From an optimization exercise on the open Yosys and OpenROAD flow, aimed at small area, a short achievable clock period and few clock cycles per item; shortcuts taken in it are not production practice.
Where RTL was checked, it was by simulation tests only, not by an equivalence proof against the original.
No functional check of the RTL was part of run 8.
Power figures rest on the tool's default switching activity, not on a simulated workload.

## flow/design.v

```verilog
module mult (
    input  [7:0]  x,
    input  [2:0]  c,
    output [15:0] y
);
    wire t1 = x[0] & x[2];
    wire t2 = x[1] & (x[0] | c[2]);
    wire t3 = x[0] & x[3];
    wire t4 = x[2] & ~x[1];
    wire t5 = x[0] & x[4];
    wire t6 = x[1] & x[3];
    wire t7 = x[1] & x[2];
    wire t8 = x[0] & x[5];
    wire t9 = x[1] & x[4];
    wire t10 = x[3] & ~x[2];
    wire t11 = x[0] & x[6];
    wire t12 = x[1] & x[5];
    wire t13 = x[2] & x[4];
    wire t14 = x[2] & x[3];
    wire t15 = x[0] & x[7];
    wire t16 = x[1] & x[6];
    wire t17 = x[2] & x[5];
    wire t18 = x[4] & ~x[3];
    wire t19 = x[1] & x[7];
    wire t20 = x[2] & x[6];
    wire t21 = x[3] & x[5];
    wire t22 = x[3] & x[4];
    wire t23 = x[2] & x[7];
    wire t24 = x[3] & x[6];
    wire t25 = x[5] & ~x[4];
    wire t26 = x[3] & x[7];
    wire t27 = x[4] & x[6];
    wire t28 = x[4] & x[5];
    wire t29 = x[4] & x[7];
    wire t30 = x[6] & ~x[5];
    wire t31 = x[5] & x[7];
    wire t32 = x[5] & x[6];
    wire t33 = x[7] & ~x[6];
    wire t34 = x[6] & x[7];
    wire t35 = t11 ^ t12;
    wire t36 = t11 & t12;
    wire t37 = t15 ^ t16;
    wire t38 = t37 ^ t17;
    wire t39 = t37 ? t17 : t15;
    wire t40 = t19 ^ t20;
    wire t41 = t40 ^ t21;
    wire t42 = t40 ? t21 : t19;
    wire t43 = t23 ^ t24;
    wire t44 = t23 & t24;
    wire t45 = t26 ^ t27;
    wire t46 = t26 & t27;
    wire t47 = t5 ^ t6;
    wire t48 = t5 & t6;
    wire t49 = t8 ^ t9;
    wire t50 = t49 ^ t10;
    wire t51 = t49 ? t10 : t8;
    wire t52 = t35 ^ t13;
    wire t53 = t52 ^ t14;
    wire t54 = t52 ? t14 : t35;
    wire t55 = t38 ^ t18;
    wire t56 = t55 ^ t36;
    wire t57 = t55 ? t36 : t38;
    wire t58 = t41 ^ t22;
    wire t59 = t58 ^ t39;
    wire t60 = t58 ? t39 : t41;
    wire t61 = t43 ^ t25;
    wire t62 = t61 ^ t42;
    wire t63 = t61 ? t42 : t43;
    wire t64 = t45 ^ t28;
    wire t65 = t64 ^ t44;
    wire t66 = t64 ? t44 : t45;
    wire t67 = t29 ^ t30;
    wire t68 = t67 ^ t46;
    wire t69 = t67 ? t46 : t29;
    wire t70 = t31 ^ t32;
    wire t71 = t31 & t32;
    wire t72 = t1 & t2;
    wire t73 = t3 & t4;
    wire t74 = t47 & t7;
    wire t75 = t50 & t48;
    wire t76 = t53 & t51;
    wire t77 = t56 & t54;
    wire t78 = t59 & t57;
    wire t79 = t62 & t60;
    wire t80 = t65 & t63;
    wire t81 = t68 & t66;
    wire t82 = t70 & t69;
    wire t83 = t33 & t71;
    wire t84 = t34 & 1'b0;
    wire t85 = t1 ^ t2;
    wire t86 = t3 ^ t4;
    wire t87 = t47 ^ t7;
    wire t88 = t50 ^ t48;
    wire t89 = t53 ^ t51;
    wire t90 = t56 ^ t54;
    wire t91 = t59 ^ t57;
    wire t92 = t62 ^ t60;
    wire t93 = t65 ^ t63;
    wire t94 = t68 ^ t66;
    wire t95 = t70 ^ t69;
    wire t96 = t33 ^ t71;
    wire t97 = t34 ^ 1'b0;
    wire t98 = t73 | (t86 & t72);
    wire t99 = t86 & t85;
    wire t100 = t75 | (t88 & t74);
    wire t101 = t88 & t87;
    wire t102 = t77 | (t90 & t76);
    wire t103 = t90 & t89;
    wire t104 = t79 | (t92 & t78);
    wire t105 = t92 & t91;
    wire t106 = t81 | (t94 & t80);
    wire t107 = t94 & t93;
    wire t108 = t83 | (t96 & t82);
    wire t109 = t96 & t95;
    wire t110 = t100 | (t101 & t98);
    wire t111 = t101 & t99;
    wire t112 = t104 | (t105 & t102);
    wire t113 = t105 & t103;
    wire t114 = t108 | (t109 & t106);
    wire t115 = t109 & t107;
    wire t116 = t112 | (t113 & t110);
    wire t117 = t113 & t111;
    wire t118 = t114 | (t115 & t116);
    wire t119 = t115 & t117;
    wire t120 = t102 | (t103 & t110);
    wire t121 = t103 & t111;
    wire t122 = t106 | (t107 & t116);
    wire t123 = t107 & t117;
    wire t124 = t74 | (t87 & t98);
    wire t125 = t87 & t99;
    wire t126 = t76 | (t89 & t110);
    wire t127 = t89 & t111;
    wire t128 = t78 | (t91 & t120);
    wire t129 = t91 & t121;
    wire t130 = t80 | (t93 & t116);
    wire t131 = t93 & t117;
    wire t132 = t82 | (t95 & t122);
    wire t133 = t95 & t123;
    wire t134 = t84 | (t97 & t118);
    wire t135 = t97 & t119;
    wire t136 = t86 ^ t72;
    wire t137 = t87 ^ t98;
    wire t138 = t88 ^ t124;
    wire t139 = t89 ^ t110;
    wire t140 = t90 ^ t126;
    wire t141 = t91 ^ t120;
    wire t142 = t92 ^ t128;
    wire t143 = t93 ^ t116;
    wire t144 = t94 ^ t130;
    wire t145 = t95 ^ t122;
    wire t146 = t96 ^ t132;
    wire t147 = t97 ^ t118;
    wire [2:0] lo = {x[1] & ~x[0], 1'b0, x[0]} + c;
    assign y = {t147, t146, t145, t144, t143, t142, t141, t140, t139, t138, t137, t136, t85, lo};
endmodule
module cubroot (
    input  [7:0] x_bi,
    output [2:0] y_bo
);
    wire [7:0] x = x_bi;
    wire ge1   = |x;
    wire ge8   = |x[7:3];
    wire ge27  = |x[7:5] | (x[4] & x[3] & (x[2] | (x[1] & x[0])));
    wire ge64  = x[7] | x[6];
    wire ge125 = x[7] | (x[6] & x[5] & x[4] & x[3] & x[2] & (x[1] | x[0]));
    wire ge216 = x[7] & x[6] & (x[5] | (x[4] & x[3]));
    assign y_bo[2] = ge64;
    assign y_bo[1] = (ge8 & ~ge64) | ge216;
    assign y_bo[0] = (ge1 & ~ge8) | (ge27 & ~ge64) | (ge125 & ~ge216);
endmodule
module cubroot_add_system (
    input clk_i,
    input rst_i,
    input start_i,
    input [7:0] a_bi,
    input [7:0] b_bi,
    output busy_o,
    output reg [15:0] result
);
    wire        load = start_i & ~rst_i;
    wire [2:0]  cub_result;
    wire [15:0] sum;
    cubroot cub (.x_bi(b_bi), .y_bo(cub_result));
    mult square (.x(a_bi), .c(cub_result), .y(sum));
    always @(posedge clk_i) begin
        if (load)
            result <= sum;
    end
    assign busy_o = 1'b0;
endmodule
```

## flow/config.mk

```make
export PLATFORM = sky130hd
export DESIGN_NAME = cubroot_add_system
export DESIGN_NICKNAME = cubroot_add_system
export VERILOG_FILES = /design/flow/design.v
export SDC_FILE = /design/flow/constraint.sdc
export NUM_CORES = 4
export LEC_CHECK = 0
export ABC_AREA = 1
export CAP_MARGIN = 20
export CORE_AREA = 2 2 60 60
export CTS_BUF_LIST = sky130_fd_sc_hd__clkbuf_4
export DIE_AREA = 0 0 62 62
export SETUP_SLACK_MARGIN = 2.2
export SLEW_MARGIN = 20
export TNS_END_PERCENT = 0
```

## flow/constraint.sdc

```tcl
create_clock -name core_clock -period 5.0 [get_ports {clk_i}]
set_input_delay 1.0000 -clock core_clock [delete_from_list [all_inputs] [get_ports {clk_i}]]
set_output_delay 1.0000 -clock core_clock [all_outputs]
set_load 0.01 [all_outputs]
```

## flow/flow/run.sh

```bash
#!/bin/bash
# The standard layout (standard.sh) with three changes:
#  - synthesis leaves full and half adders as plain logic for ABC (no adder
#    cells from ADDER_MAP_FILE),
#  - the final ABC mapping runs flow/abc.script when that file exists,
#  - every port is buffered by sky130_fd_sc_hd__buf_1.
# Each tool's output goes to the ORFS logs under orfs/logs; make's own output
# goes to standard.log here.
set -euo pipefail
here=$(pwd)
export ADDER_MAP_FILE=
export BUFFER_PORTS_ARGS="-buffer_cell sky130_fd_sc_hd__buf_1"
export FLOW_SYNTH_TCL="$here/synth_recipe.tcl"
if [[ -f "$here/flow/abc.script" ]]; then
  export MY_ABC_SCRIPT="$here/flow/abc.script"
  sed "s#SYNTH_SCRIPT=[^ ]*#SYNTH_SCRIPT=$here/flow/synth.tcl#" standard.sh > my_standard.sh
else
  cp standard.sh my_standard.sh
fi
bash my_standard.sh > standard.log 2>&1
```

## flow/flow/synth.tcl

```tcl
# The standard flow's synthesis script (synth_recipe.tcl, unchanged) with the final ABC
# mapping run on MY_ABC_SCRIPT instead of ORFS's abc_speed/abc_area script.
proc abc {args} {
  set i [lsearch -exact $args -script]
  if {$i >= 0} { lset args [expr {$i + 1}] $::env(MY_ABC_SCRIPT) }
  yosys abc {*}$args
}
source $::env(FLOW_SYNTH_TCL)
```

## flow/standard.sh

```bash
#!/bin/bash
# synth_recipe.tcl (not shown) runs the flow's synth.tcl, then flattens the netlist and writes it again
# the make line also repeats each setting of config.mk as NAME=value (left out here)
make -C /OpenROAD-flow-scripts/flow DESIGN_CONFIG=/design/flow/config.mk WORK_HOME=/design/flow/orfs CLKGATE_MAP_FILE= SYNTH_SCRIPT=/design/flow/synth_recipe.tcl "${@:-finish}"
```

==> impl_metrics.json, run 1 <==
{
  "root_buffer": "clkbuf_4",
  "async_flop_share_pct": 0,
  "drc": 0,
  "initial_core_util_pct": 50.6,
  "ys_types": 30,
  "min_path_type": "in -> reg",
  "grt_pass1_wl_um": 5240,
  "dpl.hpwl_um": 2690,
  "seq_area_um2": 480,
  "crit_buf_inv": 2,
  "layout.nets": 308,
  "top_regs": "result (16)",
  "min_period_ns": 2.58,
  "synth_seq_cells": 16,
  "p_sw_mw": 0.146,
  "fin_crit_sh_pct": 51.6,
  "final_layout_size_suffix_gt1_share_pct": 14.9,
  "drt-initial-drc-count": 61,
  "area_growth_pct": 12.1,
  "largest_reg_flops": 16,
  "coreArea_um2": 3280,
  "min_to": "result[15]",
  "postCtsHoldBufs": 0,
  "cp_cell_sequence": "clkbuf_2, nand2_1, inv_1, nand2_2, nand2_1, o21ai_2, nand3_1, nand2_1, nor2_1, nor2_2, nand4_1, nand2_2, nand2_2, nand2_2, nand2_1, nand2_1, nand2_1",
  "core.rowCount": 21,
  "setup_viol": 0,
  "hold_viol": 0,
  "multi_input_area_um2": 1000,
  "fmax_ghz": 0.388,
  "cp_max_fo": 9,
  "synth_top_area_cell": "edfxtp_1",
  "worstSetupPathType": "in -> reg",
  "synth_edf_count": 16,
  "vias_per_cell": 4.85,
  "p_seq_share_pct": 42.6,
  "rsz0062_at_grt": "no",
  "cp-start-kind": "primary input",
  "hp-start": "a_bi[7]",
  "finalSetupTns_ns": 0,
  "synth_nets": 275,
  "yosys-top-cells-count": "nand2_1, inv_1, nand3_1",
  "max_cap_viol_count": 0,
  "clkSinkCount": 16,
  "dr_total_vias": 1619,
  "regMostFlops": "result",
  "syn-instance-count": 256,
  "intPower_mw": 0.256,
  "antenna_found_initial": 0,
  "syn_area_um2": 1660,
  "diodes": 0,
  "synthTopCellsByArea": "edfxtp_1, nand2_1, inv_1, nand3_1, nand2_2",
  "post-route-util_pct": 56.7,
  "gp_congestion": 0.793,
  "ys_warn_count": 1,
  "wl_um": 3310,
  "cts_made_buffers": 3,
  "crit_path_max_incr_delay_ns": 0.16,
  "synth_area_per_cell_um2": 6.49,
  "cts_tree": "yes",
  "post_drt_wl_per_cell_um": 9.90,
  "grt_use_total_pct": 18.5,
  "ant_nets": 0,
  "whs_path_depth": 3,
  "first_pass_iters": 5,
  "port_buffers": 34,
  "power_density_nw_per_um2": 216,
  "grt_max_degree": 17,
  "status": "timing/DRC/antenna clean",
  "fp.dieW_um": 62,
  "cp.required_ns": 5.05,
  "synth_top_area_share_pct": 28.9,
  "synth.most_common_cell": "nand2_1",
  "grt_pass1_vias": 1286,
  "ys_dominant_reg_cell": "edfxtp_1",
  "critPathTopFamily": "simple AND/OR/NAND/NOR gates",
  "die_y_um": 62,
  "path_common_cell": "nand2_1",
  "cts_max_path_buffers": 2,
  "clkPwrFrac_pct": 16.9,
  "ios": 36,
  "instances_no_fill": 334,
  "p_leak_nw": 0.971,
  "fillers": 340,
  "clkTransAtPathRegs_ns": 0.08,
  "cts_max_level": 1,
  "yosysSeqAreaShare_pct": 28.9,
  "grt-ovfl-total": 0,
  "dpl.cell_count": 330,
  "dieArea_um2": 3840,
  "pwr-share-comb_pct": 40.5,
  "arrival_ns": 2.63,
  "worst_setup_path_end_kind": "register",
  "slowest_stage": "clkbuf_2",
  "vdd_ir_drop_max_mv": 0.0776,
  "drv_slew": 0,
  "switching_share_pct": 36.4
}
[routing by layer]
| metal | track usage (%) | wire length (um) |
|---|---|---|
| met1 | 23.0 | 1580 |
| met2 | 32.6 | 1600 |
| met3 | 1.86 | 77 |
| met4 | 7.29 | 48 |
| met5 | 0 | 0 |
[cells by family after synthesis]
logic type	Yosys count	synth area share, %
AOI/OAI and AO/OA	21	7.84
and+or+nand+nor	160	45.0
DFF	16	28.9
other	1	0.226
xor gates and xnor gates	12	6.33
buffers and inverters	46	11.7
[cells in the final DEF, fill, tap and decap left out, drive strengths merged]
master    n
or2       2
edfxtp   16
nand2   105
a31oi     2
a21oi     5
xnor2     5
conb      1
clkinv    3
inv      37
o21ai     6
clkbuf   11
xor2      7
o211ai    1
o22ai     2
nand3    27
a221oi    1
buf      27
and2      2
nor4      1
nand4     6
a21boi    4
nor2     17
[tightest hold or removal path, cell delays in order]
cell	delay [ns]
clkbuf_2	0.17
nand2_4	0.09
nand2_1	0.07
[power groups by stage]
stage	logic (mW)	registers [mW]	clock network (mW)
after detailed placement	0.161	0.175	0
after floorplan	0.119	0.183	0
final	0.163	0.171	0.0680
after global routing	0.190	0.174	0.0765
after global placement	0.160	0.175	0
after CTS	0.161	0.172	0.0696
[stage by stage]
stage	hold slack [ns]	cell area (um2)	power (mW)	worst slack (ns)
final	1.15	1860	0.402	2.42
after global routing	1.16	1860	0.440	2.20
after CTS	1.20	1830	0.402	2.23
after detailed placement	1.43	1810	0.335	1.91
after global placement	1.44	1810	0.335	1.90
after floorplan	1.23	1660	0.302	2.35
[worst max-delay path by stage]
stage                     slack [ns]          to  cells past startpoint  startpoint
after floorplan                 2.35  result[14]                     17     a_bi[2]
after global placement          1.90  result[14]                     15     a_bi[4]
after detailed placement        1.91  result[14]                     20     a_bi[1]
after CTS                       2.23  result[14]                     15     a_bi[4]
after global routing            2.20  result[14]                     17     a_bi[2]
final                           2.42  result[14]                     17     a_bi[2]
[repair_timing]
action,CTS,global route
gates resized for setup,1,12
setup buffers,0,0
setup endpoints to repair,1,7
[layout make-up]
class / count / area share, %
Multi-Input combinational cell: 194 / 53.9
Sequential cell: 16 / 25.8
Timing Repair Buffer: 35 / 7.93
Inverter: 39 / 7.86
Tap cell: 46 / 3.09
Clock buffer: 3 / 1.21
Clock inverter: 1 / 0.202
Testbench counts, summed over its fixed seeds: cycles 2,048, items 2,048.
==> run 2, diff against run 1 <==
==> flow/flow/abc.script (new file) <==
strash
dch
map -B 0.5 -G 120
topo
stime -c
--- a/flow/config.mk
+++ b/flow/config.mk
@@ -6,10 +6,9 @@
 export NUM_CORES = 4
 export LEC_CHECK = 0
-export ABC_AREA = 1
 export CAP_MARGIN = 20
 export CORE_AREA = 2 2 60 60
 export CTS_BUF_LIST = sky130_fd_sc_hd__clkbuf_4
 export DIE_AREA = 0 0 62 62
+export PLACE_DENSITY = 0.5
 export SETUP_SLACK_MARGIN = 2.2
 export SLEW_MARGIN = 20
-export TNS_END_PERCENT = 0
==> impl_metrics.json, run 2 <==
{
  "initial_core_util_pct": 45.3,
  "cts_max_level": 1,
  "cp-start-kind": "primary input",
  "dpl.hpwl_um": 2510,
  "ys_types": 22,
  "synth_area_per_cell_um2": 6.33,
  "root_buffer": "clkbuf_4",
  "setup_viol": 0,
  "dpl.cell_count": 315,
  "drt-initial-drc-count": 58,
  "synth_seq_cells": 16,
  "p_leak_nw": 0.782,
  "postCtsHoldBufs": 0,
  "finalSetupTns_ns": 0,
  "largest_reg_flops": 16,
  "synthSimpleGateAreaFrac_pct": 42.2,
  "power_density_nw_per_um2": 218,
  "worstSetupPathType": "in -> reg",
  "synth_top_family_by_area": "simple AND/OR/NAND/NOR gates",
  "synthTopCellsByArea": "edfxtp_1, nand2_1, clkinv_1, nand3_1, nor2_1",
  "cts_made_buffers": 3,
  "synth_top_area_cell": "edfxtp_1",
  "die_y_um": 62,
  "grt_pass1_wl_um": 5150,
  "rsz0062_at_grt": "no",
  "ys_dominant_reg_cell": "edfxtp_1",
  "grt-ovfl-total": 0,
  "syn-instance-count": 235,
  "ys_warn_count": 1,
  "clkSinkCount": 16,
  "synth-adder-area-share_pct": 0,
  "regMostFlops": "result",
  "cp.required_ns": 5.04,
  "first_pass_iters": 4,
  "arrival_ns": 2.63,
  "layout_commonest_cell": "nand2_1",
  "grtUsageMet2_pct": 29.3,
  "hold_viol": 0,
  "min_period_ns": 2.59,
  "yosysSeqAreaShare_pct": 32.3,
  "async_flop_share_pct": 0,
  "synth_mux_area_share_pct": 0,
  "synth_top_area_share_pct": 32.3,
  "cts_tree": "yes",
  "final_cell_mix": "nand2_1, clkinv_1, buf_1, nand2_2, edfxtp_1",
  "synth.most_common_cell": "nand2_1",
  "drv_slew": 0,
  "gp_congestion": 0.798,
  "max_cap_viol_count": 0,
  "min_path_type": "in -> reg",
  "core.rowCount": 21,
  "status": "timing/DRC/antenna clean",
  "synth_edf_count": 16,
  "met1_usage_pct": 24.2,
  "vdd_ir_drop_max_mv": 0.0793,
  "final_layout_size_suffix_gt1_share_pct": 22.7,
  "drc": 0,
  "ant_nets": 0,
  "layout.nets": 298,
  "grt_pass1_vias": 1243,
  "cp_max_fo": 9,
  "clkTransAtPathRegs_ns": 0.08,
  "fin_crit_sh_pct": 51.7,
  "dieArea_um2": 3840,
  "diodes": 0,
  "grt.busiest_layer": "met2",
  "synthXorXnorAreaFrac_pct": 7.06,
  "antenna_found_initial": 0,
  "yosys-top-cells-count": "nand2_1, clkinv_1, nand3_1, nor2_1, edfxtp_1",
  "fp.dieW_um": 62,
  "port_buffers": 34,
  "dr_total_vias": 1582,
  "use_met3_pct": 1.86,
  "ios": 36,
  "top_regs": "result (16)",
  "grt_use_total_pct": 17.7,
  "fmax_ghz": 0.387,
  "coreArea_um2": 3280,
  "syn_area_um2": 1490,
  "area_growth_pct": 31.3,
  "cts_max_path_buffers": 2,
  "vias_per_cell": 4.90,
  "synth-compound-area-share_pct": 10.1,
  "wl_um": 3270,
  "worst_setup_path_end_kind": "register",
  "instances_no_fill": 323,
  "post_drt_wl_per_cell_um": 10.1,
  "synth_nets": 254,
  "grt_max_degree": 17
}
## run 2: cell types whose count changed after synthesis, moves of 4 or more
cell / before / now
nor2_1: 15 / 21
buf_4: 5 / 1
clkinv_1: 2 / 30
inv_1: 34 / 0
a21oi_1: 5 / 15
nand3_2: 8 / 0
nand2_2: 14 / 0
## run 2: layout make-up
class	instances	area, um2
timing repair buffer	40	214
fill	318	1330
multi-input combinational	188	1060
sequential	16	480
inverter	30	120
tap	46	57.6
clock buffer	3	22.5
## run 2: worst max-delay path, cell delays in order
cell and delay, ns:
buf_4 0.15, clkinvlp_4 0.12, buf_4 0.16, nor2_2 0.17
a21oi_2 0.10, a21oi_2 0.21, a21oi_2 0.10, nand2_2 0.09
nand4_1 0.10, nand2_2 0.11, nand2_1 0.08, nand2_2 0.10
nand2_1 0.05, nand2_1 0.05, nand2_1 0.04
## run 2: cell families (layout without fill, tap and decap cells)
family | after synthesis | in the layout
AOI/OAI and AO/OA | 27 | 27
xor gates and xnor gates | 12 | 12
and+or+nand+nor | 148 | 148
DFF | 16 | 16
buffers and inverters | 31 | 73
other | 1 | 1
## run 2: metrics by stage
| step | util (%) | setup WS (ns) | area [um2] | hold slack, ns | power, mW |
|---|---|---|---|---|---|
| 5_1_grt | 59.5 | 2.19 | 1950 | 1.11 | 0.463 |
| 3_3_place_gp | 50.9 | 1.65 | 1670 | 1.44 | 0.330 |
| 4_1_cts | 52.0 | 2.21 | 1710 | 1.18 | 0.394 |
| 3_5_place_dp | 50.9 | 1.62 | 1670 | 1.44 | 0.330 |
| 6_report | 59.5 | 2.41 | 1950 | 1.08 | 0.426 |
| 2_1_floorplan | - | 2.38 | 1490 | 1.21 | 0.290 |
## run 2: routing by layer
metal | vias up | wire [um]
met5 | - | 0
met4 | 0 | 29
met3 | 4 | 89
met2 | 36 | 1590
met1 | 680 | 1560
li1 | 862 | -
## run 2: power by group
group | switching (mW) | internal (mW)
logic | 0.117 | 0.0741
clock network | 0.0347 | 0.0279
registers | 0.00285 | 0.170
total | 0.155 | 0.271
## run 2: repair_timing
item	in CTS	in global routing
endpoints found under the setup margin	6	6
endpoints found under the hold margin	0	0
resized for setup	10	69
pin swaps	1	13
gates cloned	0	0
setup buffers	0	5
## run 2: final timing paths
kind / startpoint / to / cells past startpoint
max: a_bi[2] / result[14] / 15
min: a_bi[6] / result[15] / 3
==> run 3, diff against run 2 <==
==> flow/flow/abc.script (replaced) <==
strash
dch
map -B 0.5 -G 120
topo
stime -c
upsize -c
dnsize -c
==> impl_metrics.json, run 3 <==
{
  "ys_types": 33,
  "final_cell_mix": "nand2_1, buf_1, clkinv_1, nor2_1, edfxtp_1",
  "rsz0062_at_grt": "no",
  "die_y_um": 62,
  "drc": 0,
  "drv_slew": 0,
  "post_drt_wl_per_cell_um": 9.61,
  "area_growth_pct": 15.5,
  "coreArea_um2": 3280,
  "regMostFlops": "result",
  "worst_setup_path_end_kind": "register",
  "min_path_type": "in -> reg",
  "p_leak_nw": 0.800,
  "clkSinkCount": 16,
  "synth.most_common_cell": "nand2_1",
  "fin_crit_sh_pct": 52.6,
  "largest_reg_flops": 16,
  "cts_max_level": 1,
  "cp_max_fo": 13,
  "synthTopCellsByArea": "edfxtp_1, nand2_1, clkinv_1, nand3_2, xnor2_1",
  "max_cap_viol_count": 0,
  "syn-instance-count": 235,
  "whs_path_depth": 3,
  "wl_um": 3060,
  "synth_top_area_cell": "edfxtp_1",
  "setup_viol": 0,
  "yosysSeqAreaShare_pct": 29.7,
  "synth_edf_count": 16,
  "ys_warn_count": 1,
  "fmax_ghz": 0.380,
  "dpl.hpwl_um": 2550,
  "syn_area_um2": 1620,
  "synth_seq_cells": 16,
  "synth_nets": 254,
  "cts_tree": "yes",
  "cts_setup_buffers": 0,
  "diodes": 0,
  "dpl.cell_count": 315,
  "gp_congestion": 0.821,
  "layout.nets": 293,
  "grt_pass1_wl_um": 5180,
  "dieArea_um2": 3840,
  "setup_slack_ns": 2.37,
  "cts_max_path_buffers": 2,
  "async_flop_share_pct": 0,
  "first_pass_iters": 4,
  "antenna_found_initial": 0,
  "ios": 36,
  "yosys-top-cells-count": "nand2_1, clkinv_1, nor2_1",
  "cts_made_buffers": 3,
  "vias_per_cell": 4.75,
  "status": "timing/DRC/antenna clean",
  "design_area_um2": 1870,
  "synth_area_per_cell_um2": 6.88,
  "finalSetupTns_ns": 0,
  "fillers": 356,
  "ys_dominant_reg_cell": "edfxtp_1",
  "timing.hold.ws_ns": 1.20,
  "grt_use_total_pct": 17.7,
  "grt-ovfl-total": 0,
  "arrival_ns": 2.66,
  "grt_pass1_vias": 1219,
  "dr_total_vias": 1512,
  "dpl_worst_slack_ns": 1.84,
  "root_buffer": "clkbuf_4",
  "initial_core_util_pct": 49.2,
  "final_layout_size_suffix_gt1_share_pct": 21.0,
  "vdd_ir_drop_max_mv": 0.0715,
  "power_density_nw_per_um2": 220,
  "instances_no_fill": 318,
  "cp-start-kind": "primary input",
  "port_buffers": 34,
  "cp.required_ns": 5.03,
  "synth_top_area_share_pct": 29.7,
  "layout_commonest_cell": "nand2_1",
  "clkTransAtPathRegs_ns": 0.08,
  "hold_viol": 0,
  "postCtsHoldBufs": 0,
  "worstSetupPathType": "in -> reg",
  "top_regs": "result (16)",
  "min_period_ns": 2.63,
  "dpl_cell_area_um2": 1800,
  "core.rowCount": 21,
  "fp.dieW_um": 62,
  "grt_max_degree": 17,
  "ant_nets": 0,
  "drt-initial-drc-count": 41
}
## run 3: per-stage QoR
stage               utilization (%)  power, mW
floorplan                         -      0.306
global placement               54.9      0.348
detailed placement             54.9      0.347
CTS                            55.8      0.409
global route                   56.8      0.448
finish                         56.8      0.412
## run 3: final timing paths
| check | endpoint | start | slack [ns] |
|---|---|---|---|
| setup / recovery | result[14] | a_bi[0] | 2.37 |
| hold / removal | result[15] | a_bi[7] | 1.20 |
## run 3: per-layer routing
| layer | part of all wire (%) | track usage (%) | vias to the layer above | wire, um |
|---|---|---|---|---|
| met5 | 0 | 0 | - | 0 |
| met4 | 0.82 | 3.65 | 0 | 25 |
| met3 | 2.8 | 2.48 | 2 | 86 |
| met2 | 42 | 25.7 | 31 | 1290 |
| met1 | 54 | 27.7 | 621 | 1650 |
| li1 | - | - | 858 | - |
## run 3: cell type report
class	count	area (um2)	share of cell area [%]
Multi-Input combinational cell	188	1040	55.9
Tap cell	46	57.6	3.08
Clock buffer	3	22.5	1.21
Inverter	30	113	6.03
Timing Repair Buffer	35	150	8.04
Sequential cell	16	480	25.7
## run 3: logic make-up (layout without fill, tap and decap cells)
| logic type | Yosys count | in the layout | synth area share (%) |
|---|---|---|---|
| AND/OR/NAND/NOR | 148 | 148 | 45.2 |
| buffers and inverters | 31 | 68 | 7.43 |
| other | 1 | 1 | 0.232 |
| flip-flops | 16 | 16 | 29.7 |
| XOR/XNOR | 12 | 12 | 6.50 |
| AO/OA/AOI/OAI | 27 | 27 | 10.9 |
## run 3: timing repair
| action | CTS | global route |
|---|---|---|
| gates cloned | 0 | 0 |
| gates resized for setup | 6 | 17 |
| setup endpoints to repair | 4 | 6 |
| pin swaps | 0 | 1 |
## run 3: power by group
group | total, mW | switching [mW] | internal, mW | leakage (nW)
Clock | 0.0613 | 0.0335 | 0.0278 | 0.0138
Combinational | 0.178 | 0.113 | 0.0655 | 0.637
Sequential | 0.172 | 0.00271 | 0.169 | 0.149
## run 3: worst max-delay path: stages
cell	delay (ns)
buf_2	0.23
nand2_1	0.08
nand2_1	0.14
nand2_1	0.09
nand2_1	0.10
nand3_2	0.10
a21oi_1	0.17
a21oi_1	0.08
nor2_2	0.15
nand4_1	0.12
nand2_2	0.11
nand2_2	0.07
nand2_4	0.07
nand2_1	0.05
nand2_1	0.05
nand2_1	0.04
==> run 4, diff against run 3 <==
==> flow/flow/abc.script (replaced) <==
strash
dch
map -B 0.5 -G 100
topo
stime -c
buffer -c
upsize -c
dnsize -c
--- a/flow/config.mk
+++ b/flow/config.mk
@@ -10,5 +10,4 @@
 export CTS_BUF_LIST = sky130_fd_sc_hd__clkbuf_4
 export DIE_AREA = 0 0 62 62
-export PLACE_DENSITY = 0.5
 export SETUP_SLACK_MARGIN = 2.2
 export SLEW_MARGIN = 20
==> impl_metrics.json, run 4 <==
{
  "status": "timing/DRC/antenna clean",
  "drv_slew": 0,
  "multi_input_area_um2": 1020,
  "finalSetupTns_ns": 0,
  "synth_top_area_cell": "edfxtp_1",
  "cts_made_buffers": 3,
  "cts_max_path_buffers": 2,
  "final_cell_mix": "nand2_1, inv_1, buf_1, nor2_1",
  "postCtsHoldBufs": 0,
  "cts_max_level": 1,
  "fmax_ghz": 0.392,
  "synth.most_common_cell": "nand2_1",
  "fillers": 324,
  "intPower_mw": 0.262,
  "layout_commonest_cell": "nand2_1",
  "dpl.hpwl_um": 2590,
  "arrival_ns": 2.57,
  "first_pass_iters": 4,
  "seq_area_um2": 480,
  "grt_pass1_wl_um": 4940,
  "ys_dominant_reg_cell": "edfxtp_1",
  "use_met3_pct": 0.828,
  "ant_nets": 0,
  "drc": 0,
  "grt_max_degree": 17,
  "largest_reg_flops": 16,
  "setup_viol": 0,
  "ys_types": 33,
  "synth_seq_cells": 16,
  "yosysSeqAreaShare_pct": 28.9,
  "met1_usage_pct": 25.8,
  "max_cap_viol_count": 0,
  "clkSinkCount": 16,
  "p_leak_nw": 0.878,
  "core.rowCount": 21,
  "p_sw_mw": 0.147,
  "diodes": 0,
  "clkPwrFrac_pct": 15.2,
  "cp.required_ns": 5.02,
  "worst_setup_path_end_kind": "register",
  "ys_warn_count": 1,
  "max_slew_margin_pct": 68.1,
  "wl_um": 3050,
  "coreArea_um2": 3280,
  "top_regs": "result (16)",
  "antenna_found_initial": 0,
  "vdd_ir_drop_max_mv": 0.0625,
  "root_buffer": "clkbuf_4",
  "grtUsageMet2_pct": 24.7,
  "async_flop_share_pct": 0,
  "dpl_cell_area_um2": 1780,
  "min_path_type": "in -> reg",
  "dr_total_vias": 1539,
  "clkTransAtPathRegs_ns": 0.08,
  "synth_area_per_cell_um2": 6.83,
  "synth_nets": 262,
  "syn_area_um2": 1660,
  "hold_viol": 0,
  "fp.dieW_um": 62,
  "fin_crit_sh_pct": 51.0,
  "synth_top_area_share_pct": 28.9,
  "grt_pass1_vias": 1170,
  "hp-start": "a_bi[0]",
  "p_seq_share_pct": 42.2,
  "cp-start-kind": "primary input",
  "design_area_um2": 1860,
  "tightest_slew_ns": 0.467,
  "worstSetupPathType": "in -> reg",
  "gp_congestion": 0.769,
  "grt_use_total_pct": 16.8,
  "yosys-top-cells-count": "nand2_1, inv_1, nand3_1, nor2_1, edfxtp_1",
  "regMostFlops": "result",
  "port_buffers": 34,
  "min_period_ns": 2.55,
  "post_drt_wl_per_cell_um": 9.60,
  "whs_path_depth": 3,
  "switching_share_pct": 35.9,
  "layout.nets": 293,
  "setup_slack_ns": 2.45,
  "synth_edf_count": 16,
  "drt-initial-drc-count": 50,
  "initial_core_util_pct": 50.6,
  "grt.busiest_layer": "met1",
  "final_layout_size_suffix_gt1_share_pct": 16.9,
  "cp_max_fo": 9,
  "startpoint": "a_bi[2]",
  "area_growth_pct": 11.8,
  "dpl_worst_slack_ns": 1.77,
  "dieArea_um2": 3840,
  "die_y_um": 62,
  "grt-ovfl-total": 0,
  "vias_per_cell": 4.84,
  "ios": 36,
  "cts_setup_buffers": 0,
  "power_density_nw_per_um2": 220,
  "pwr-share-comb_pct": 42.6,
  "syn-instance-count": 243,
  "synthTopCellsByArea": "edfxtp_1, nand2_1, inv_1, nand3_1, xnor2_1",
  "cts_tree": "yes",
  "rsz0062_at_grt": "no"
}
==> run 4: kinds of logic (layout without fill, tap and decap cells) <==
family	Yosys count	after routing	synth area share (%)
buffers and inverters	38	67	11.2
other	1	1	0.226
DFF	16	16	28.9
and+or+nand+nor	147	147	42.2
AOI/OAI and AO/OA	29	29	11.2
xor gates and xnor gates	12	12	6.33
==> run 4: final timing paths <==
check                    end  slack [ns]
setup / recovery  result[13]        2.45
hold / removal     result[0]        1.17
==> run 4: power groups by stage <==
stage / registers, mW / clock network [mW] / logic [mW]
after floorplan: 0.184 / 0 / 0.129
after global placement: 0.175 / 0 / 0.167
after detailed placement: 0.176 / 0 / 0.168
after CTS: 0.173 / 0.0652 / 0.168
after global routing: 0.175 / 0.0696 / 0.202
final: 0.172 / 0.0621 / 0.174
==> run 4: area by class of cell <==
cell class | count | area share, %
clock buffer | 3 | 1.21
tap | 46 | 3.10
multi-input combinational | 189 | 55.0
inverter | 29 | 5.87
timing repair buffer | 35 | 8.97
sequential | 16 | 25.9
==> run 4: worst max-delay path, cell delays in order <==
cell and delay [ns]:
buf_2 0.20, inv_2 0.10, o21ai_1 0.18, nand2_1 0.08, nand2_2 0.09, nand2_1 0.07, nand2_1 0.06, nand2_1 0.06
nor2_2 0.13, nor2_2 0.07, a21oi_1 0.16, nand2_2 0.10, nand2_2 0.07, nand2_2 0.07, xnor2_1 0.12
==> run 4: routing by layer <==
layer / wire length, um / part of all wire (%)
met1: 1630 / 53
met2: 1270 / 42
met3: 112 / 3.7
met4: 38 / 1.2
met5: 0 / 0
==> run 4: timing repair <==
item                       CTS  global route
resized for setup            4            25
setup endpoints to repair    5             6
pin swaps                    0             2
==> run 4: metrics by stage <==
stage / std cells / hold slack [ns] / total power, mW / utilization (%)
2_1_floorplan: 243 / 1.23 / 0.313 / -
3_3_place_gp: 315 / 1.44 / 0.343 / 54.1
3_5_place_dp: 315 / 1.44 / 0.343 / 54.1
4_1_cts: 318 / 1.20 / 0.406 / 54.9
5_1_grt: 318 / 1.18 / 0.446 / 56.5
6_report: 318 / 1.17 / 0.409 / 56.5
==> run 5, diff against run 4 <==
==> flow/flow/abc.script (replaced) <==
strash
dch
map -B 0.4 -G 120
topo
stime -c
buffer -c
upsize -c
dnsize -c
==> impl_metrics.json, run 5 <==
{
  "arrival_ns": 2.64,
  "max_cap_viol_count": 0,
  "gp_congestion": 0.766,
  "ios": 36,
  "worst_setup_path_end_kind": "register",
  "grt_use_total_pct": 19.1,
  "synth_top_area_cell": "edfxtp_1",
  "ys_dominant_reg_cell": "edfxtp_1",
  "cp_cell_sequence": "clkbuf_4, nand2_1, inv_1, nand2_2, nand4_1, nand3_1, nand2_1, nor2_1, nor2_4, a21oi_2, nand2_2, nand2_1, nand2_1, nand3_1, nand2_1",
  "finalSetupTns_ns": 0,
  "status": "timing/DRC/antenna clean",
  "async_flop_share_pct": 0,
  "dr_total_vias": 1584,
  "cts_setup_buffers": 0,
  "layout.nets": 301,
  "total_power_mw": 0.402,
  "dpl.cell_count": 323,
  "layout_commonest_cell": "nand2_1",
  "synth_seq_cells": 16,
  "synthTopCellsByArea": "edfxtp_1, nand2_1, inv_1, nand3_1, nor2_1",
  "dpl_cell_area_um2": 1820,
  "ant_nets": 0,
  "fp.dieW_um": 62,
  "synth-compound-area-share_pct": 12.7,
  "min_period_ns": 2.61,
  "synth.most_common_cell": "nand2_1",
  "setup_slack_ns": 2.39,
  "fin_crit_sh_pct": 52.1,
  "port_buffers": 34,
  "antenna_found_initial": 0,
  "regMostFlops": "result",
  "dpl.hpwl_um": 2770,
  "dpl_worst_slack_ns": 1.74,
  "first_pass_iters": 4,
  "drv_slew": 0,
  "use_met3_pct": 1.45,
  "critPathTopFamily": "simple AND/OR/NAND/NOR gates",
  "whs_path_depth": 3,
  "vdd_ir_drop_max_mv": 0.0708,
  "slowest_stage": "clkbuf_4",
  "synthSimpleGateAreaFrac_pct": 43.2,
  "synth_area_per_cell_um2": 6.76,
  "final_layout_size_suffix_gt1_share_pct": 15.4,
  "grtUsageMet2_pct": 33.5,
  "hold_viol": 0,
  "diodes": 0,
  "p_sw_mw": 0.148,
  "rsz0062_at_grt": "no",
  "setup_viol": 0,
  "synth_top_area_share_pct": 28.3,
  "drc": 0,
  "clkPwrFrac_pct": 15.6,
  "min_path_type": "in -> reg",
  "coreArea_um2": 3280,
  "grt-ovfl-total": 0,
  "largest_reg_flops": 16,
  "path_depth": 15,
  "synth-adder-area-share_pct": 0,
  "drt-initial-drc-count": 55,
  "vias_per_cell": 4.86,
  "area_growth_pct": 9.44,
  "design_area_um2": 1860,
  "yosys-top-cells-count": "nand2_1, inv_1, nor2_1",
  "clkTransAtPathRegs_ns": 0.08,
  "cts_max_level": 1,
  "timing.hold.ws_ns": 1.20,
  "syn-instance-count": 251,
  "core.rowCount": 21,
  "crit_buf_inv": 2,
  "root_buffer": "clkbuf_4",
  "met1_usage_pct": 25.5,
  "path_common_cell": "nand2_1",
  "synthXorXnorAreaFrac_pct": 4.65,
  "instances_no_fill": 326,
  "cts_tree": "yes",
  "ys_types": 38,
  "wl_um": 3350,
  "dieArea_um2": 3840,
  "crit_path_max_incr_delay_ns": 0.19,
  "post-route-util_pct": 56.5,
  "synth_nets": 270,
  "synth_edf_count": 16,
  "intPower_mw": 0.254,
  "cts_max_path_buffers": 2,
  "die_y_um": 62,
  "synth_top_family_by_area": "simple AND/OR/NAND/NOR gates",
  "grt.busiest_layer": "met2",
  "final_cell_mix": "nand2_1, inv_1, buf_1, nor2_1, edfxtp_1",
  "synth_mux_area_share_pct": 0,
  "worstSetupPathType": "in -> reg",
  "cp_max_fo": 11,
  "switching_share_pct": 36.8,
  "grt_pass1_wl_um": 5600,
  "syn_area_um2": 1700,
  "grt_pass1_vias": 1343,
  "clkSinkCount": 16,
  "post_drt_wl_per_cell_um": 10.3,
  "ys_warn_count": 1,
  "power_density_nw_per_um2": 217,
  "top_regs": "result (16)",
  "cp-start-kind": "primary input",
  "fmax_ghz": 0.384,
  "grt_max_degree": 17,
  "p_seq_share_pct": 42.4,
  "pwr-share-comb_pct": 41.9,
  "cp.required_ns": 5.04,
  "p_leak_nw": 0.885,
  "yosysSeqAreaShare_pct": 28.3,
  "initial_core_util_pct": 51.7,
  "cts_made_buffers": 3
}
[run 5: cell types whose count changed after synthesis, sizes merged]
cell    delta
o21ai      -1
nor2       +1
nand2      +5
a21oi      +4
xor2       -2
or2        +1
clkinv     +1
nand4      +2
nor3       +1
and2       -1
xnor2      -1
nand3      -2
[run 5: cells by family after synthesis]
kind of cell | Yosys count
XOR/XNOR | 9
flip-flops | 16
AND/OR/NAND/NOR | 154
AO/OA/AOI/OAI | 32
buffers and inverters | 39
other | 1
[run 5: what timing repair did]
action	4_1_cts	5_1_grt
resized for setup	7	4
hold buffers	0	0
setup endpoints to repair	5	6
[run 5: layout make-up]
cell class	instances	area [um2]
fill	329	1430
multi-input combinational	196	1030
sequential	16	480
timing repair buffer	35	150
inverter	30	113
tap	46	57.6
clock buffer	3	22.5
[run 5: metal layers]
metal	vias up	part of all wire, %
li1	882	-
met1	674	50
met2	28	47
met3	0	3.0
met4	0	0
met5	-	0
[run 5: path summary, 6_finish.rpt]
kind,end,start
max,result[14],a_bi[7]
min,result[12],rst_i
[run 5: power by group through the flow]
stage,Clock (mW),Combinational [mW],Sequential (mW)
after floorplan,0,0.127,0.182
after global placement,0,0.166,0.174
after detailed placement,0,0.167,0.174
after CTS,0.0646,0.168,0.171
after global routing,0.0685,0.193,0.172
final,0.0629,0.169,0.171
==> run 6, diff against run 5 <==
--- a/flow/config.mk
+++ b/flow/config.mk
@@ -6,8 +6,9 @@
 export NUM_CORES = 4
 export LEC_CHECK = 0
+export ABC_AREA = 1
 export CAP_MARGIN = 20
-export CORE_AREA = 2 2 60 60
+export CORE_MARGIN = 2
+export CORE_UTILIZATION = 60
 export CTS_BUF_LIST = sky130_fd_sc_hd__clkbuf_4
-export DIE_AREA = 0 0 62 62
-export SETUP_SLACK_MARGIN = 2.2
+export SETUP_SLACK_MARGIN = 2.4
 export SLEW_MARGIN = 20
removed: flow/flow/abc.script
==> impl_metrics.json, run 6 <==
{
  "die_y_um": 56.6,
  "cts_made_buffers": 3,
  "whs_path_depth": 3,
  "tightest_slew_ns": 0.756,
  "status": "timing/DRC/antenna clean",
  "rsz0062_at_grt": "no",
  "instances_no_fill": 320,
  "crit_path_max_incr_delay_ns": 0.16,
  "fp.dieW_um": 56.6,
  "gp_congestion": 0.859,
  "ant_nets": 0,
  "post_drt_wl_per_cell_um": 10.7,
  "post-route-util_pct": 75.7,
  "postCtsHoldBufs": 0,
  "synthTopCellsByArea": "edfxtp_1, nand2_1, inv_1, nand3_1, nand2_2",
  "vias_per_cell": 5.11,
  "area_growth_pct": 22.5,
  "clkTransAtPathRegs_ns": 0.08,
  "diodes": 0,
  "worst_setup_path_end_kind": "register",
  "cp_cell_sequence": "buf_4, nand2_2, o21ai_1, nand2_1, nand2_1, nand2_1, nand3_2, nand2_2, inv_1, nand2_1, nand3_2, nand4_1, nand2_2, nand2_2, nand2_2, nand2_1, nand2_1, nand2_1",
  "vdd_ir_drop_max_mv": 0.237,
  "cts_max_level": 1,
  "critPathTopFamily": "simple AND/OR/NAND/NOR gates",
  "cts_max_path_buffers": 2,
  "grt_max_degree": 17,
  "syn-instance-count": 256,
  "synth_top_area_share_pct": 28.9,
  "final_layout_size_suffix_gt1_share_pct": 27.0,
  "drv_slew": 0,
  "cts_tree": "yes",
  "grt_pass1_vias": 1346,
  "antenna_found_initial": 0,
  "max_slew_margin_pct": 49.6,
  "worstSetupPathType": "in -> reg",
  "dieArea_um2": 3200,
  "ys_warn_count": 1,
  "drc": 0,
  "final_cell_mix": "nand2_1, inv_1, buf_1, nand2_2, edfxtp_1",
  "synth_edf_count": 16,
  "coreArea_um2": 2690,
  "grt_use_total_pct": 21.1,
  "max_cap_viol_count": 0,
  "dpl_worst_slack_ns": 1.88,
  "layout_commonest_cell": "nand2_1",
  "p_leak_nw": 1.05,
  "synth.most_common_cell": "nand2_1",
  "dpl.hpwl_um": 2660,
  "core.rowCount": 19,
  "design_area_um2": 2030,
  "arrival_ns": 2.53,
  "async_flop_share_pct": 0,
  "yosysSeqAreaShare_pct": 28.9,
  "cp_max_fo": 9,
  "ys_dominant_reg_cell": "edfxtp_1",
  "ios": 36,
  "grt-ovfl-total": 0,
  "top_regs": "result (16)",
  "fmax_ghz": 0.403,
  "ys_types": 30,
  "hold_viol": 0,
  "regMostFlops": "result",
  "synth_top_area_cell": "edfxtp_1",
  "min_path_type": "in -> reg",
  "setup_slack_ns": 2.52,
  "initial_core_util_pct": 61.8,
  "grt_pass1_wl_um": 5470,
  "syn_area_um2": 1660,
  "largest_reg_flops": 16,
  "path_depth": 18,
  "drt-initial-drc-count": 32,
  "root_buffer": "clkbuf_4",
  "yosys-top-cells-count": "nand2_1, inv_1, nand3_1",
  "synth_seq_cells": 16,
  "fin_crit_sh_pct": 49.7,
  "dpl.cell_count": 314,
  "dpl_cell_area_um2": 1830,
  "first_pass_iters": 4,
  "cp-start-kind": "primary input",
  "cp.required_ns": 5.04,
  "dr_total_vias": 1636,
  "layout.nets": 310,
  "synth_area_per_cell_um2": 6.49,
  "path_common_cell": "nand2_1",
  "synth_nets": 275,
  "clkSinkCount": 16,
  "wl_um": 3410,
  "power_density_nw_per_um2": 208,
  "finalSetupTns_ns": 0,
  "fillers": 220,
  "setup_viol": 0,
  "port_buffers": 34,
  "min_period_ns": 2.48,
  "slowest_stage": "o21ai_1",
  "crit_buf_inv": 2
}
-- run 6: tightest hold or removal path: stages --
cell and delay (ns):
buf_6 0.11, nand2_4 0.07, nand2_1 0.07
-- run 6: final cells by class --
cell class	instances	area, um2	share of cell area, %
Multi-Input combinational cell	194	1140	55.9
Sequential cell	16	480	23.6
Timing Repair Buffer	37	206	10.2
Inverter	39	148	7.26
Tap cell	31	38.8	1.91
Clock buffer	3	22.5	1.11
-- run 6: cell families after synthesis --
group | after synthesis | synth area share [%]
AOI/OAI and AO/OA | 21 | 7.84
xor gates and xnor gates | 12 | 6.33
buffers and inverters | 46 | 11.7
DFF | 16 | 28.9
other | 1 | 0.226
and+or+nand+nor | 160 | 45.0
-- run 6: layer usage --
layer  global-route usage [%]  wire length [um]  vias to the layer above
met5                        0                 0                        -
met4                     7.14                80                        0
li1                         -                 -                      879
met1                     26.0              1450                      706
met3                     1.61               157                        8
met2                     38.4              1720                       43
-- run 6: timing repair --
action / in CTS / in global routing
gates resized for setup: 8 / 48
endpoints found under the setup margin: 7 / 6
buffers inserted: 0 / 3
pin swaps: 0 / 17
-- run 6: metrics by stage --
step / hold slack [ns] / total power, mW
after floorplan: 1.23 / 0.308
after CTS: 1.16 / 0.404
after global routing: 1.09 / 0.453
after global placement: 1.44 / 0.338
after detailed placement: 1.44 / 0.341
final: 1.08 / 0.422
-- run 6: path summary, 6_finish.rpt --
path / slack, ns / from / end
setup / recovery: 2.52 / a_bi[5] / result[14]
hold / removal: 1.08 / a_bi[7] / result[15]
-- run 6: where the power goes --
part / switching (mW) / internal (mW)
registers: 0.00286 / 0.169
logic: 0.116 / 0.0714
clock network: 0.0350 / 0.0279
==> run 7, diff against run 6 <==
--- a/flow/config.mk
+++ b/flow/config.mk
@@ -11,4 +11,4 @@
 export CORE_UTILIZATION = 60
 export CTS_BUF_LIST = sky130_fd_sc_hd__clkbuf_4
-export SETUP_SLACK_MARGIN = 2.4
+export SETUP_SLACK_MARGIN = 2.0
 export SLEW_MARGIN = 20
==> impl_metrics.json, run 7 <==
{
  "finalSetupTns_ns": 0,
  "syn_area_um2": 1660,
  "p_seq_share_pct": 43.1,
  "instances_no_fill": 318,
  "p_sw_mw": 0.144,
  "synth_edf_count": 16,
  "largest_reg_flops": 16,
  "synth_top_area_cell": "edfxtp_1",
  "intPower_mw": 0.254,
  "dieArea_um2": 3200,
  "fmax_ghz": 0.367,
  "dr_total_vias": 1596,
  "cts_max_level": 1,
  "postCtsHoldBufs": 0,
  "cp-start-kind": "primary input",
  "min_period_ns": 2.72,
  "cts_max_path_buffers": 2,
  "cts_made_buffers": 3,
  "arrival_ns": 2.77,
  "diodes": 0,
  "status": "timing/DRC/antenna clean",
  "dpl_worst_slack_ns": 1.82,
  "grt-ovfl-total": 0,
  "rsz0062_at_grt": "no",
  "worstSetupPathType": "in -> reg",
  "drv_slew": 0,
  "cp_max_fo": 7,
  "max_cap_viol_count": 0,
  "final_layout_size_suffix_gt1_share_pct": 13.2,
  "layout_commonest_cell": "nand2_1",
  "antenna_found_initial": 0,
  "layout.nets": 307,
  "critPathTopFamily": "simple AND/OR/NAND/NOR gates",
  "crit_buf_inv": 2,
  "cp.required_ns": 5.05,
  "ys_types": 30,
  "coreArea_um2": 2690,
  "synth_area_per_cell_um2": 6.49,
  "ios": 36,
  "whs_path_depth": 2,
  "wl_um": 3230,
  "path_common_cell": "nand2_2",
  "drc": 0,
  "slowest_stage": "buf_1",
  "fin_crit_sh_pct": 54.5,
  "tightest_slew_ns": 0.744,
  "fillers": 269,
  "setup_slack_ns": 2.28,
  "syn-instance-count": 256,
  "ant_nets": 0,
  "fp.dieW_um": 56.6,
  "async_flop_share_pct": 0,
  "ys_dominant_reg_cell": "edfxtp_1",
  "yosys-top-cells-count": "nand2_1, inv_1, nand3_1",
  "clkTransAtPathRegs_ns": 0.08,
  "clkSinkCount": 16,
  "first_pass_iters": 5,
  "pwr-share-comb_pct": 40.2,
  "synth_nets": 275,
  "switching_share_pct": 36.2,
  "synth-adder-area-share_pct": 0,
  "ys_warn_count": 1,
  "top_regs": "result (16)",
  "die_y_um": 56.6,
  "max_slew_margin_pct": 50.3,
  "p_leak_nw": 0.952,
  "worst_setup_path_end_kind": "register",
  "dpl.hpwl_um": 2740,
  "core.rowCount": 19,
  "regMostFlops": "result",
  "min_to": "result[2]",
  "vdd_ir_drop_max_mv": 0.240,
  "hold_viol": 0,
  "gp_congestion": 0.850,
  "clkPwrFrac_pct": 16.7,
  "grt_max_degree": 17,
  "synth.most_common_cell": "nand2_1",
  "synth-compound-area-share_pct": 7.84,
  "synth_mux_area_share_pct": 0,
  "yosysSeqAreaShare_pct": 28.9,
  "grt_use_total_pct": 22.6,
  "setup_viol": 0,
  "port_buffers": 34,
  "post_drt_wl_per_cell_um": 10.2,
  "grt_pass1_vias": 1458,
  "synthXorXnorAreaFrac_pct": 6.33,
  "power_density_nw_per_um2": 220,
  "synthSimpleGateAreaFrac_pct": 45.0,
  "synthTopCellsByArea": "edfxtp_1, nand2_1, inv_1, nand3_1, nand2_2",
  "vias_per_cell": 5.02,
  "min_path_type": "in -> reg",
  "synth_seq_cells": 16,
  "crit_path_max_incr_delay_ns": 0.30,
  "cts_tree": "yes",
  "dpl.cell_count": 314,
  "final_cell_mix": "nand2_1, inv_1, buf_1, nand3_1, edfxtp_1",
  "drt-initial-drc-count": 70,
  "hp-start": "rst_i",
  "startpoint": "a_bi[6]",
  "initial_core_util_pct": 61.8,
  "area_growth_pct": 9.34,
  "grt_pass1_wl_um": 5790,
  "cp_cell_sequence": "buf_1, nand2_2, clkinv_1, nand2_2, nand4_1, nand3_1, nand2_1, nor2_1, nor2_2, nand4_1, nand2_2, nand2_2, nand2_2, nand2_1, nand2_1, nand2_1",
  "synth_top_area_share_pct": 28.9,
  "root_buffer": "clkbuf_4",
  "synth_top_family_by_area": "simple AND/OR/NAND/NOR gates"
}
run 7: final cells by class:
class / instances / area (um2) / share of cell area (%)
Tap cell: 31 / 38.8 / 2.14
Clock inverter: 1 / 3.75 / 0.207
Sequential cell: 16 / 480 / 26.5
Timing Repair Buffer: 34 / 135 / 7.44
Inverter: 39 / 146 / 8.06
Multi-Input combinational cell: 194 / 988 / 54.4
Clock buffer: 3 / 22.5 / 1.24
run 7: what timing repair did:
action / in CTS / in global routing
gates resized for setup: 0 / 6
endpoints found under the setup margin: 0 / 4
setup buffers: 0 / 0
run 7: cell families (layout without fill, tap and decap cells):
family                    count (synthesis)  after routing
AOI/OAI and AO/OA                        21             21
xor gates and xnor gates                 12             12
and+or+nand+nor                         160            160
DFF                                      16             16
other                                     1              1
buffers and inverters                    46             77
run 7: per-layer routing:
metal  vias to the layer above  GRT usage, %  part of all wire (%)
met5                         -             0                     0
met4                         0          10.2                   2.6
met3                         8          1.38                   4.5
met2                        40          41.4                    49
met1                       667          26.8                    44
li1                        881             -                     -
run 7: worst max-delay path by stage:
stage	cells past startpoint	to	slack, ns
3_5_place_dp	18	result[14]	1.82
4_1_cts	18	result[14]	2.13
2_1_floorplan	17	result[14]	2.35
3_3_place_gp	18	result[14]	1.92
5_1_grt	18	result[14]	2.03
6_report	16	result[14]	2.28
run 7: power groups by stage:
| stage | Sequential [mW] | Clock, mW | Combinational [mW] |
|---|---|---|---|
| floorplan | 0.183 | 0 | 0.119 |
| finish | 0.172 | 0.0665 | 0.160 |
| CTS | 0.172 | 0.0680 | 0.161 |
| detailed placement | 0.175 | 0 | 0.161 |
| global route | 0.173 | 0.0732 | 0.185 |
| global placement | 0.175 | 0 | 0.157 |
run 7: metrics by stage:
stage | cell area [um2] | utilization, % | hold slack [ns] | power [mW]
CTS | 1810 | 67.3 | 1.16 | 0.401
floorplan | 1660 | - | 1.23 | 0.302
global placement | 1780 | 66.2 | 1.44 | 0.332
detailed placement | 1780 | 66.3 | 1.44 | 0.336
global route | 1820 | 67.6 | 1.18 | 0.432
finish | 1820 | 67.6 | 1.15 | 0.399
==> run 8, diff against run 7 <==
--- a/flow/design.v
+++ b/flow/design.v
@@ -38,65 +38,65 @@
     wire t33 = x[7] & ~x[6];
     wire t34 = x[6] & x[7];
-    wire t35 = t11 ^ t12;
-    wire t36 = t11 & t12;
-    wire t37 = t15 ^ t16;
-    wire t38 = t37 ^ t17;
-    wire t39 = t37 ? t17 : t15;
-    wire t40 = t19 ^ t20;
-    wire t41 = t40 ^ t21;
-    wire t42 = t40 ? t21 : t19;
-    wire t43 = t23 ^ t24;
-    wire t44 = t23 & t24;
-    wire t45 = t26 ^ t27;
-    wire t46 = t26 & t27;
-    wire t47 = t5 ^ t6;
-    wire t48 = t5 & t6;
-    wire t49 = t8 ^ t9;
-    wire t50 = t49 ^ t10;
-    wire t51 = t49 ? t10 : t8;
-    wire t52 = t35 ^ t13;
-    wire t53 = t52 ^ t14;
-    wire t54 = t52 ? t14 : t35;
-    wire t55 = t38 ^ t18;
-    wire t56 = t55 ^ t36;
-    wire t57 = t55 ? t36 : t38;
-    wire t58 = t41 ^ t22;
-    wire t59 = t58 ^ t39;
-    wire t60 = t58 ? t39 : t41;
-    wire t61 = t43 ^ t25;
-    wire t62 = t61 ^ t42;
-    wire t63 = t61 ? t42 : t43;
-    wire t64 = t45 ^ t28;
-    wire t65 = t64 ^ t44;
-    wire t66 = t64 ? t44 : t45;
+    wire t35 = t5 ^ t6;
+    wire t36 = t5 & t6;
+    wire t37 = t8 ^ t9;
+    wire t38 = t37 ^ t10;
+    wire t39 = t37 ? t10 : t8;
+    wire t40 = t11 ^ t12;
+    wire t41 = t40 ^ t13;
+    wire t42 = t40 ? t13 : t11;
+    wire t43 = t14 ^ t39;
+    wire t44 = t14 & t39;
+    wire t45 = t15 ^ t16;
+    wire t46 = t45 ^ t17;
+    wire t47 = t45 ? t17 : t15;
+    wire t48 = t18 ^ t42;
+    wire t49 = t48 ^ t46;
+    wire t50 = t48 ? t46 : t18;
+    wire t51 = t19 ^ t20;
+    wire t52 = t51 ^ t21;
+    wire t53 = t51 ? t21 : t19;
+    wire t54 = t22 ^ t47;
+    wire t55 = t54 ^ t52;
+    wire t56 = t54 ? t52 : t22;
+    wire t57 = t23 ^ t24;
+    wire t58 = t57 ^ t25;
+    wire t59 = t57 ? t25 : t23;
+    wire t60 = t53 ^ t58;
+    wire t61 = t53 & t58;
+    wire t62 = t26 ^ t27;
+    wire t63 = t62 ^ t28;
+    wire t64 = t62 ? t28 : t26;
+    wire t65 = t59 ^ t63;
+    wire t66 = t59 & t63;
     wire t67 = t29 ^ t30;
-    wire t68 = t67 ^ t46;
-    wire t69 = t67 ? t46 : t29;
+    wire t68 = t67 ^ t64;
+    wire t69 = t67 ? t64 : t29;
     wire t70 = t31 ^ t32;
     wire t71 = t31 & t32;
     wire t72 = t1 & t2;
     wire t73 = t3 & t4;
-    wire t74 = t47 & t7;
-    wire t75 = t50 & t48;
-    wire t76 = t53 & t51;
-    wire t77 = t56 & t54;
-    wire t78 = t59 & t57;
-    wire t79 = t62 & t60;
-    wire t80 = t65 & t63;
-    wire t81 = t68 & t66;
-    wire t82 = t70 & t69;
+    wire t74 = t7 & t35;
+    wire t75 = t36 & t38;
+    wire t76 = t41 & t43;
+    wire t77 = t44 & t49;
+    wire t78 = t50 & t55;
+    wire t79 = t56 & t60;
+    wire t80 = t61 & t65;
+    wire t81 = t66 & t68;
+    wire t82 = t69 & t70;
     wire t83 = t33 & t71;
     wire t84 = t34 & 1'b0;
     wire t85 = t1 ^ t2;
     wire t86 = t3 ^ t4;
-    wire t87 = t47 ^ t7;
-    wire t88 = t50 ^ t48;
-    wire t89 = t53 ^ t51;
-    wire t90 = t56 ^ t54;
-    wire t91 = t59 ^ t57;
-    wire t92 = t62 ^ t60;
-    wire t93 = t65 ^ t63;
-    wire t94 = t68 ^ t66;
-    wire t95 = t70 ^ t69;
+    wire t87 = t7 ^ t35;
+    wire t88 = t36 ^ t38;
+    wire t89 = t41 ^ t43;
+    wire t90 = t44 ^ t49;
+    wire t91 = t50 ^ t55;
+    wire t92 = t56 ^ t60;
+    wire t93 = t61 ^ t65;
+    wire t94 = t66 ^ t68;
+    wire t95 = t69 ^ t70;
     wire t96 = t33 ^ t71;
     wire t97 = t34 ^ 1'b0;
--- a/flow/config.mk
+++ b/flow/config.mk
@@ -11,4 +11,4 @@
 export CORE_UTILIZATION = 60
 export CTS_BUF_LIST = sky130_fd_sc_hd__clkbuf_4
-export SETUP_SLACK_MARGIN = 2.0
+export SETUP_SLACK_MARGIN = 2.2
 export SLEW_MARGIN = 20
==> impl_metrics.json, run 8 <==
{
  "root_buffer": "clkbuf_4",
  "synth_area_per_cell_um2": 6.82,
  "regMostFlops": "result",
  "setup_slack_ns": 2.38,
  "dpl_worst_slack_ns": 1.97,
  "cts_made_buffers": 3,
  "slowest_stage": "buf_1",
  "diodes": 0,
  "dpl.hpwl_um": 2640,
  "max_cap_viol_count": 0,
  "final_layout_size_suffix_gt1_share_pct": 18.2,
  "drt-initial-drc-count": 37,
  "dr_total_vias": 1568,
  "hold_viol": 0,
  "vdd_ir_drop_max_mv": 0.192,
  "synth_seq_cells": 16,
  "synthTopCellsByArea": "edfxtp_1, nand2_1, inv_1, nand2_2, nor2_1",
  "cp_max_fo": 6,
  "drc": 0,
  "fmax_ghz": 0.381,
  "grt-ovfl-total": 0,
  "port_buffers": 34,
  "status": "timing/DRC/antenna clean",
  "fin_crit_sh_pct": 52.5,
  "top_regs": "result (16)",
  "async_flop_share_pct": 0,
  "synth_top_area_cell": "edfxtp_1",
  "ys_dominant_reg_cell": "edfxtp_1",
  "grt_pass1_vias": 1352,
  "switching_share_pct": 36.7,
  "ios": 36,
  "timing.hold.ws_ns": 1.19,
  "cp.required_ns": 5.05,
  "coreArea_um2": 2730,
  "antenna_found_initial": 0,
  "wl_um": 3140,
  "rsz0062_at_grt": "no",
  "cp-start-kind": "primary input",
  "gp_congestion": 0.813,
  "power_density_nw_per_um2": 217,
  "ys_types": 34,
  "synth.most_common_cell": "nand2_1",
  "p_leak_nw": 0.955,
  "vias_per_cell": 4.96,
  "area_growth_pct": 7.76,
  "path_common_cell": "nand2_2",
  "die_y_um": 57.6,
  "grt_max_degree": 17,
  "dieArea_um2": 3320,
  "drv_slew": 0,
  "clkSinkCount": 16,
  "setup_viol": 0,
  "crit_path_max_incr_delay_ns": 0.23,
  "final_cell_mix": "nand2_1, inv_1, buf_1, nor2_1, nand2_2",
  "core.rowCount": 19,
  "clkTransAtPathRegs_ns": 0.09,
  "syn_area_um2": 1730,
  "yosys-top-cells-count": "nand2_1, inv_1, nor2_1",
  "synth_top_area_share_pct": 27.8,
  "syn-instance-count": 253,
  "finalSetupTns_ns": 0,
  "instances_no_fill": 316,
  "synth_edf_count": 16,
  "min_period_ns": 2.62,
  "ant_nets": 0,
  "arrival_ns": 2.68,
  "min_path_type": "in -> reg",
  "post_drt_wl_per_cell_um": 9.93,
  "worstSetupPathType": "in -> reg",
  "cts_tree": "yes",
  "synth_nets": 272,
  "cts_max_level": 1,
  "ys_warn_count": 1,
  "grt_use_total_pct": 20.9,
  "largest_reg_flops": 16,
  "initial_core_util_pct": 63.1,
  "dpl.cell_count": 312,
  "cts_max_path_buffers": 2,
  "p_sw_mw": 0.148,
  "yosysSeqAreaShare_pct": 27.8,
  "grt_pass1_wl_um": 5490,
  "fp.dieW_um": 57.6,
  "worst_setup_path_end_kind": "register",
  "cp_cell_sequence": "buf_1, nand2_1, nand2_2, nand3_2, nand3_2, a21boi_1, nand2_2, nand2_2, nor2_2, nand2_1, nand3_2, nand2_2, nand2_2, xor2_1",
  "clkPwrFrac_pct": 17.5,
  "pwr-share-comb_pct": 39.9,
  "p_seq_share_pct": 42.6,
  "layout.nets": 305,
  "first_pass_iters": 5,
  "intPower_mw": 0.255,
  "layout_commonest_cell": "nand2_1",
  "post-route-util_pct": 68.0
}
==> run 8: cell count changes in the layout (fill, tap and decap cells not counted), moves of 3 or more <==
cell / previous run / this run
nand4_1: 6 / 3
nand2_1: 91 / 78
nand2_2: 14 / 18
nand3_1: 19 / 8
nor2_1: 14 / 24
o21ai_0: 2 / 8
xor2_1: 7 / 10
==> run 8: through the flow <==
stage | cell area [um2] | power [mW]
6_report | 1860 | 0.403
5_1_grt | 1860 | 0.433
4_1_cts | 1850 | 0.404
3_5_place_dp | 1820 | 0.336
3_3_place_gp | 1820 | 0.332
2_1_floorplan | 1730 | 0.306
==> run 8: final cells by class <==
class / instances / area (um2)
multi-input combinational: 191 / 1020
fill: 264 / 875
sequential: 16 / 480
inverter: 39 / 146
timing repair buffer: 35 / 144
tap: 31 / 38.8
clock buffer: 3 / 22.5
clock inverter: 1 / 3.75
==> run 8: worst paths after layout <==
path	start	endpoint	depth (start not counted)
setup / recovery	a_bi[0]	result[13]	14
hold / removal	rst_i	result[9]	3
==> run 8: metal layers <==
layer / up-vias / global-route usage (%) / wire (um)
met5: - / 0 / 0
met4: 0 / 7.97 / 51
met3: 5 / 0.893 / 117
met2: 37 / 34.9 / 1470
met1: 671 / 28.7 / 1500
li1: 855 / - / -
==> run 8: timing repair <==
action,4_1_cts,5_1_grt
setup buffers,0,0
resized for setup,0,7
hold buffers,0,0
setup endpoints to repair,0,6
==> run 8: power groups by stage <==
| stage | sequential (mW) | combinational [mW] | clock [mW] |
|---|---|---|---|
| 6_report | 0.172 | 0.161 | 0.0705 |
| 3_3_place_gp | 0.175 | 0.158 | 0 |
| 3_5_place_dp | 0.175 | 0.161 | 0 |
| 4_1_cts | 0.172 | 0.161 | 0.0714 |
| 5_1_grt | 0.173 | 0.184 | 0.0758 |
| 2_1_floorplan | 0.183 | 0.123 | 0 |
==> run 8: logic make-up after synthesis <==
group,Yosys count,share of synthesized area [%]
XOR/XNOR,15,7.61
other,1,0.217
AO/OA/AOI/OAI,26,9.86
buffers and inverters,46,12.8
flip-flops,16,27.8
AND/OR/NAND/NOR,149,41.6
==> run 8: critical path: cells and delay by family <==
family / cells / cell delay, ns
XOR/XNOR: 1 / 0.14
AND/OR/NAND/NOR: 11 / 1.10
buffers and inverters: 1 / 0.23
AO/OA/AOI/OAI: 1 / 0.21

-- separate check: timing with driven ports --
In the flow no input, the clock included, has a driving cell. The finished layouts below were timed again as built, in two steps.
Step 1 assumes that a clkbuf_16 drives the clock port and a buf_2 every other input.
Step 2, shift: input delay + t, output delay - t, t = (earliest + latest rising clock arrival at the registers) / 2. This alone moves slack from input paths to output paths.
Slacks: ideal ports / drivers / drivers and shift; pairs: ideal ports / drivers.
run | t, ns | setup slack, ns | worst data-port slew with drivers (ns)
run 1 | 0.304 | 2.421 / 2.422 / 2.117 | 0.03
run 2 | 0.292 | 2.414 / 2.409 / 2.117 | 0.04
run 3 | 0.286 | 2.369 / 2.370 / 2.084 | 0.03
run 4 | 0.292 | 2.449 / 2.451 / 2.159 | 0.04
run 5 | 0.289 | 2.395 / 2.391 / 2.102 | 0.03
run 6 | 0.291 | 2.516 / 2.511 / 2.220 | 0.04
run 7 | 0.303 | 2.276 / 2.274 / 1.970 | 0.03
run 8 | 0.308 | 2.375 / 2.373 / 2.065 | 0.03
After both steps setup and hold are still met in every run listed. The setup slack of run 8, which loses most, moves by -0.002 ns with the drivers and by -0.310 ns with both steps.
